This is an optimization exercise on Yosys and OpenROAD, whose aim is small area, not a production implementation. Function was checked by simulation only, so behaviour that the tests miss may differ from the original. Power and IR drop assume default switching activity.

==> inputs of xenon <==
==> flow/design.v (excerpt) <==
module conv2D_int16(
    input wire  M_AXIS_ACLK,
    input wire  M_AXIS_ARESETN,
    input wire  S_AXIS_ACLK,
    input wire  S_AXIS_ARESETN,
    output wire  M_AXIS_TVALID,
    output wire [15:0] M_AXIS_TDATA,
    output wire [1:0] M_AXIS_TKEEP,
    output wire  M_AXIS_TLAST,
    input wire  M_AXIS_TREADY,
    output wire  S_AXIS_TREADY,
    input wire [15:0] S_AXIS_TDATA,
    input wire [1:0] S_AXIS_TKEEP,
    input wire  S_AXIS_TLAST,
    input wire  S_AXIS_TVALID
    );
==> flow/config.mk <==
export PLATFORM = sky130hd
export DESIGN_NAME = conv2D_int16
export DESIGN_NICKNAME = conv2D_int16
export VERILOG_FILES = /design/flow/design.v
export SDC_FILE = /design/flow/constraint.sdc
export NUM_CORES = 4
export LEC_CHECK = 0
export CAP_MARGIN = 20
export CORE_MARGIN = 2
export CORE_UTILIZATION = 45
export CTS_BUF_LIST = sky130_fd_sc_hd__clkbuf_8
export CTS_CLUSTER_DIAMETER = 60
export CTS_CLUSTER_SIZE = 14
export GPL_TIMING_DRIVEN = 1
export PLACE_DENSITY = 0.6
export SLEW_MARGIN = 20
export SYNTH_HIERARCHICAL = 1
export SYNTH_MINIMUM_KEEP_SIZE = 0
==> flow/constraint.sdc <==
create_clock -name core_clock -period 16.0 [get_ports {S_AXIS_ACLK}]
set_input_delay 3.2000 -clock core_clock [delete_from_list [all_inputs] [get_ports {S_AXIS_ACLK}]]
set_output_delay 3.2000 -clock core_clock [all_outputs]
set_load 0.01 [all_outputs]
standard.sh (not shown) runs the stock make flow with config.mk's settings and CLKGATE_MAP_FILE= SYNTH_SCRIPT=/design/flow/synth_recipe.tcl, a recipe that flattens the netlist after the stock synthesis.
==> flow/flow/run.sh <==
#!/bin/bash
set -euo pipefail
here=$(pwd)
bash standard.sh \
  "POST_FLOORPLAN_TCL=$here/flow/downsize.tcl" \
  "BUFFER_PORTS_ARGS=-buffer_cell sky130_fd_sc_hd__buf_1" \
  "CTS_ARGS=-sink_clustering_enable -repair_clock_nets -sink_clustering_size 16 -sink_clustering_max_diameter 100 -buf_list sky130_fd_sc_hd__clkbuf_8 -dont_use_dummy_load" \
  finish > standard.log 2>&1
Other scripts of this flow, unchanged in this note and not shown: flow/flow/downsize.tcl
==> umber: changes against xenon <==
--- a/flow/design.v
+++ b/flow/design.v
@@ -41,30 +41,31 @@
         if (s_load && RX) begin
             f[0] <= S_AXIS_TDATA;
             for (i = 1; i < 9; i = i + 1) f[i] <= f[i-1];
         end
     end
     wire [15:0] cA = ({16{ph0}} & f[2]) | ({16{ph1}} & f[5]) | ({16{ph2}} & f[8]);  
     wire [15:0] cB = ({16{ph0}} & f[1]) | ({16{ph1}} & f[4]) | ({16{ph2}} & f[7]);  
     wire [15:0] cC = ({16{ph0}} & f[0]) | ({16{ph1}} & f[3]) | ({16{ph2}} & f[6]);  
-    wire [15:0] x = S_AXIS_TDATA & {16{take}};
+    wire [15:0] x = S_AXIS_TDATA;
     wire [16:0] xe = {x, 1'b0};
     wire [7:0] one, two, neg;
     genvar k;
     generate for (k = 0; k < 8; k = k + 1) begin : enc
-        assign one[k] = xe[2*k] ^ xe[2*k+1];
-        assign two[k] = (xe[2*k+2] & ~xe[2*k+1] & ~xe[2*k]) | (~xe[2*k+2] & xe[2*k+1] & xe[2*k]);
+        assign one[k] = take & (xe[2*k] ^ xe[2*k+1]);
+        assign two[k] = take & ((xe[2*k+2] & ~xe[2*k+1] & ~xe[2*k]) | (~xe[2*k+2] & xe[2*k+1] & xe[2*k]));
         assign neg[k] = xe[2*k+2];
     end endgenerate
+    wire negpar = ^neg;    
     reg [15:0] O, P0, P1, P2;
     wire [15:0] sA, sB, sC;
-    mac16 mA (.one(one), .two(two), .neg(neg), .c(cA), .acc(P0), .y(sA));
-    mac16 mB (.one(one), .two(two), .neg(neg), .c(cB), .acc(P1), .y(sB));
-    mac16 mC (.one(one), .two(two), .neg(neg), .c(cC), .acc(P2), .y(sC));
+    mac16 mA (.one(one), .two(two), .neg(neg), .negpar(negpar), .c(cA), .acc(P0), .y(sA));
+    mac16 mB (.one(one), .two(two), .neg(neg), .negpar(negpar), .c(cB), .acc(P1), .y(sB));
+    mac16 mC (.one(one), .two(two), .neg(neg), .negpar(negpar), .c(cC), .acc(P2), .y(sC));
     wire shift = adv && ph0;
     always @(posedge S_AXIS_ACLK) begin
         if (shift) O <= sA;
         P0 <= shift ? sB : sA;
         P1 <= shift ? sC : sB;
         P2 <= shift ? 16'd0 : sC;
     end
     assign M_AXIS_TDATA = O;
@@ -87,17 +88,17 @@
                     STREAM: if (RX && S_AXIS_TLAST) state <= DRAIN;
                     DRAIN: if (ph2 && M_AXIS_TREADY) state <= IDLE;
                     default: state <= IDLE;
                 endcase
             end
         end
     end
 endmodule
-module mac16(input wire [7:0] one, input wire [7:0] two, input wire [7:0] neg, input wire [15:0] c, input wire [15:0] acc, output wire [15:0] y);
+module mac16(input wire [7:0] one, input wire [7:0] two, input wire [7:0] neg, input wire negpar, input wire [15:0] c, input wire [15:0] acc, output wire [15:0] y);
 wire p1;
 wire p2;
 wire p3;
 wire p4;
 wire p5;
 wire p6;
 wire p7;
 wire p8;
@@ -296,88 +297,89 @@
 wire s201;
 wire s202;
 wire s203;
 wire s204;
 wire s205;
 wire s206;
 wire s207;
 wire s208;
+wire s209;
 assign p1 = (c[0] & one[0]) ^ neg[0];
 assign p2 = ((c[1] & one[0]) | (c[0] & two[0])) ^ neg[0];
 assign p3 = ((c[2] & one[0]) | (c[1] & two[0])) ^ neg[0];
 assign p4 = ((c[3] & one[0]) | (c[2] & two[0])) ^ neg[0];
 assign p5 = ((c[4] & one[0]) | (c[3] & two[0])) ^ neg[0];
 assign p6 = ((c[5] & one[0]) | (c[4] & two[0])) ^ neg[0];
 assign p7 = ((c[6] & one[0]) | (c[5] & two[0])) ^ neg[0];
 assign p8 = ((c[7] & one[0]) | (c[6] & two[0])) ^ neg[0];
 assign p9 = ((c[8] & one[0]) | (c[7] & two[0])) ^ neg[0];
 assign p10 = ((c[9] & one[0]) | (c[8] & two[0])) ^ neg[0];
 assign p11 = ((c[10] & one[0]) | (c[9] & two[0])) ^ neg[0];
 assign p12 = ((c[11] & one[0]) | (c[10] & two[0])) ^ neg[0];
 assign p13 = ((c[12] & one[0]) | (c[11] & two[0])) ^ neg[0];
 assign p14 = ((c[13] & one[0]) | (c[12] & two[0])) ^ neg[0];
 assign p15 = ((c[14] & one[0]) | (c[13] & two[0])) ^ neg[0];
-assign p16 = ((c[15] & one[0]) | (c[14] & two[0])) ^ neg[0];
+assign p16 = ((c[15] & one[0]) | (c[14] & two[0]));
 assign p17 = (c[0] & one[1]) ^ neg[1];
 assign p18 = ((c[1] & one[1]) | (c[0] & two[1])) ^ neg[1];
 assign p19 = ((c[2] & one[1]) | (c[1] & two[1])) ^ neg[1];
 assign p20 = ((c[3] & one[1]) | (c[2] & two[1])) ^ neg[1];
 assign p21 = ((c[4] & one[1]) | (c[3] & two[1])) ^ neg[1];
 assign p22 = ((c[5] & one[1]) | (c[4] & two[1])) ^ neg[1];
 assign p23 = ((c[6] & one[1]) | (c[5] & two[1])) ^ neg[1];
 assign p24 = ((c[7] & one[1]) | (c[6] & two[1])) ^ neg[1];
 assign p25 = ((c[8] & one[1]) | (c[7] & two[1])) ^ neg[1];
 assign p26 = ((c[9] & one[1]) | (c[8] & two[1])) ^ neg[1];
 assign p27 = ((c[10] & one[1]) | (c[9] & two[1])) ^ neg[1];
 assign p28 = ((c[11] & one[1]) | (c[10] & two[1])) ^ neg[1];
 assign p29 = ((c[12] & one[1]) | (c[11] & two[1])) ^ neg[1];
-assign p30 = ((c[13] & one[1]) | (c[12] & two[1])) ^ neg[1];
+assign p30 = ((c[13] & one[1]) | (c[12] & two[1]));
 assign p31 = (c[0] & one[2]) ^ neg[2];
 assign p32 = ((c[1] & one[2]) | (c[0] & two[2])) ^ neg[2];
 assign p33 = ((c[2] & one[2]) | (c[1] & two[2])) ^ neg[2];
 assign p34 = ((c[3] & one[2]) | (c[2] & two[2])) ^ neg[2];
 assign p35 = ((c[4] & one[2]) | (c[3] & two[2])) ^ neg[2];
 assign p36 = ((c[5] & one[2]) | (c[4] & two[2])) ^ neg[2];
 assign p37 = ((c[6] & one[2]) | (c[5] & two[2])) ^ neg[2];
 assign p38 = ((c[7] & one[2]) | (c[6] & two[2])) ^ neg[2];
 assign p39 = ((c[8] & one[2]) | (c[7] & two[2])) ^ neg[2];
 assign p40 = ((c[9] & one[2]) | (c[8] & two[2])) ^ neg[2];
 assign p41 = ((c[10] & one[2]) | (c[9] & two[2])) ^ neg[2];
-assign p42 = ((c[11] & one[2]) | (c[10] & two[2])) ^ neg[2];
+assign p42 = ((c[11] & one[2]) | (c[10] & two[2]));
 assign p43 = (c[0] & one[3]) ^ neg[3];
 assign p44 = ((c[1] & one[3]) | (c[0] & two[3])) ^ neg[3];
 assign p45 = ((c[2] & one[3]) | (c[1] & two[3])) ^ neg[3];
 assign p46 = ((c[3] & one[3]) | (c[2] & two[3])) ^ neg[3];
 assign p47 = ((c[4] & one[3]) | (c[3] & two[3])) ^ neg[3];
 assign p48 = ((c[5] & one[3]) | (c[4] & two[3])) ^ neg[3];
 assign p49 = ((c[6] & one[3]) | (c[5] & two[3])) ^ neg[3];
 assign p50 = ((c[7] & one[3]) | (c[6] & two[3])) ^ neg[3];
 assign p51 = ((c[8] & one[3]) | (c[7] & two[3])) ^ neg[3];
-assign p52 = ((c[9] & one[3]) | (c[8] & two[3])) ^ neg[3];
+assign p52 = ((c[9] & one[3]) | (c[8] & two[3]));
 assign p53 = (c[0] & one[4]) ^ neg[4];
 assign p54 = ((c[1] & one[4]) | (c[0] & two[4])) ^ neg[4];
 assign p55 = ((c[2] & one[4]) | (c[1] & two[4])) ^ neg[4];
 assign p56 = ((c[3] & one[4]) | (c[2] & two[4])) ^ neg[4];
 assign p57 = ((c[4] & one[4]) | (c[3] & two[4])) ^ neg[4];
 assign p58 = ((c[5] & one[4]) | (c[4] & two[4])) ^ neg[4];
 assign p59 = ((c[6] & one[4]) | (c[5] & two[4])) ^ neg[4];
-assign p60 = ((c[7] & one[4]) | (c[6] & two[4])) ^ neg[4];
+assign p60 = ((c[7] & one[4]) | (c[6] & two[4]));
 assign p61 = (c[0] & one[5]) ^ neg[5];
 assign p62 = ((c[1] & one[5]) | (c[0] & two[5])) ^ neg[5];
 assign p63 = ((c[2] & one[5]) | (c[1] & two[5])) ^ neg[5];
 assign p64 = ((c[3] & one[5]) | (c[2] & two[5])) ^ neg[5];
 assign p65 = ((c[4] & one[5]) | (c[3] & two[5])) ^ neg[5];
-assign p66 = ((c[5] & one[5]) | (c[4] & two[5])) ^ neg[5];
+assign p66 = ((c[5] & one[5]) | (c[4] & two[5]));
 assign p67 = (c[0] & one[6]) ^ neg[6];
 assign p68 = ((c[1] & one[6]) | (c[0] & two[6])) ^ neg[6];
 assign p69 = ((c[2] & one[6]) | (c[1] & two[6])) ^ neg[6];
-assign p70 = ((c[3] & one[6]) | (c[2] & two[6])) ^ neg[6];
+assign p70 = ((c[3] & one[6]) | (c[2] & two[6]));
 assign p71 = (c[0] & one[7]) ^ neg[7];
-assign p72 = ((c[1] & one[7]) | (c[0] & two[7])) ^ neg[7];
+assign p72 = ((c[1] & one[7]) | (c[0] & two[7]));
 fa_cell us73 (.a(acc[0]), .b(neg[0]), .c(p1), .s(s73), .co(k74));
 fa_cell us75 (.a(acc[1]), .b(p2), .c(k74), .s(s75), .co(k76));
 fa_cell us77 (.a(acc[2]), .b(neg[1]), .c(p3), .s(s77), .co(k78));
 fa_cell us79 (.a(p17), .b(s77), .c(k76), .s(s79), .co(k80));
 fa_cell us81 (.a(acc[3]), .b(p4), .c(p18), .s(s81), .co(k82));
 fa_cell us83 (.a(k78), .b(s81), .c(k80), .s(s83), .co(k84));
 fa_cell us85 (.a(acc[4]), .b(neg[2]), .c(p5), .s(s85), .co(k86));
 fa_cell us87 (.a(p19), .b(p31), .c(k82), .s(s87), .co(k88));
@@ -432,25 +434,26 @@
 fa_cell us185 (.a(acc[14]), .b(neg[7]), .c(p15), .s(s185), .co(k186));
 fa_cell us187 (.a(p29), .b(p41), .c(p51), .s(s187), .co(k188));
 fa_cell us189 (.a(p59), .b(p65), .c(p69), .s(s189), .co(k190));
 fa_cell us191 (.a(p71), .b(k172), .c(k174), .s(s191), .co(k192));
 fa_cell us193 (.a(s185), .b(s187), .c(s189), .s(s193), .co(k194));
 fa_cell us195 (.a(k176), .b(k178), .c(s191), .s(s195), .co(k196));
 fa_cell us197 (.a(s193), .b(k180), .c(s195), .s(s197), .co(k198));
 fa_cell us199 (.a(k182), .b(s197), .c(k184), .s(s199), .co(k200));
-assign s201 = acc[15] ^ p16 ^ p30;
-assign s202 = p42 ^ p52 ^ p60;
-assign s203 = p66 ^ p70 ^ p72;
-assign s204 = k186 ^ k188 ^ k190;
-assign s205 = s201 ^ s202 ^ s203;
-assign s206 = k192 ^ k194 ^ s204;
-assign s207 = s205 ^ k196 ^ s206;
-assign s208 = k198 ^ s207 ^ k200;
-assign y = {s208, s199, s183, s169, s155, s143, s131, s121, s111, s103, s95, s89, s83, s79, s75, s73};
+assign s201 = acc[15] ^ negpar ^ p16;
+assign s202 = p30 ^ p42 ^ p52;
+assign s203 = p60 ^ p66 ^ p70;
+assign s204 = p72 ^ k186 ^ k188;
+assign s205 = k190 ^ s201 ^ s202;
+assign s206 = s203 ^ k192 ^ k194;
+assign s207 = s204 ^ s205 ^ k196;
+assign s208 = s206 ^ k198 ^ s207;
+assign s209 = s208 ^ k200;
+assign y = {s209, s199, s183, s169, s155, s143, s131, s121, s111, s103, s95, s89, s83, s79, s75, s73};
 endmodule
 module fa_cell(input wire a, input wire b, input wire c, output wire s, output wire co);
 assign s = a ^ b ^ c;
 assign co = (a & b) | (a & c) | (b & c);
 endmodule
 module ha_cell(input wire a, input wire b, output wire s, output wire co);
 assign s = a ^ b;
 assign co = a & b;
==> notes.md <==
Against xenon, the clock skew of umber is lower by 0.026 ns.
Hold slack: xenon is worse than umber (0.015 ns).
Flip-flop and latch count is the same in xenon and umber.
Of xenon and umber, xenon has the higher cell area (gap about 0.7%, measured against umber).
Of xenon and umber, xenon has the higher count of clock-buffer cells in the layout (gap 1).
Non-clock buffer count: xenon is lower than umber (7).
Of umber and xenon, xenon has the higher cell count (gap 1.0%, measured against xenon).
Against umber, the combinational power of xenon is smaller by about 66%.
In umber the sequential share of layout area is higher than in xenon, by 0.26 points.
In xenon the via count is larger than in umber, by about 0.9%.
Of xenon and umber, umber has the higher global-route usage (gap 0.18 points).

-- afterwards: timing with drivers on the ports --
How much do the figures lean on ideal ports? The routed layouts below were timed once more, with nothing changed but the port constraints. Step 1 assumes that a clkbuf_16 drives the clock port and a buf_2 every other input. Step 2, shift: input delay + t, output delay - t, t = (earliest + latest rising clock arrival at the registers) / 2. This alone moves slack from input paths to output paths. Slacks: ideal ports / drivers / drivers and shift; pairs: ideal ports / drivers.
| run | t (ns) | slack for setup (ns) | hold WS [ns] |
|---|---|---|---|
| xenon | 0.553 | 3.609 / 3.634 / 3.080 | 0.401 / 0.401 / 0.401 |
| umber | 0.593 | 4.440 / 4.469 / 3.877 | 0.417 / 0.417 / 0.417 |
After both steps every run listed still meets setup and hold. For umber, which loses most, drivers alone change the setup slack by +0.029 ns; drivers and shift together by -0.563 ns.
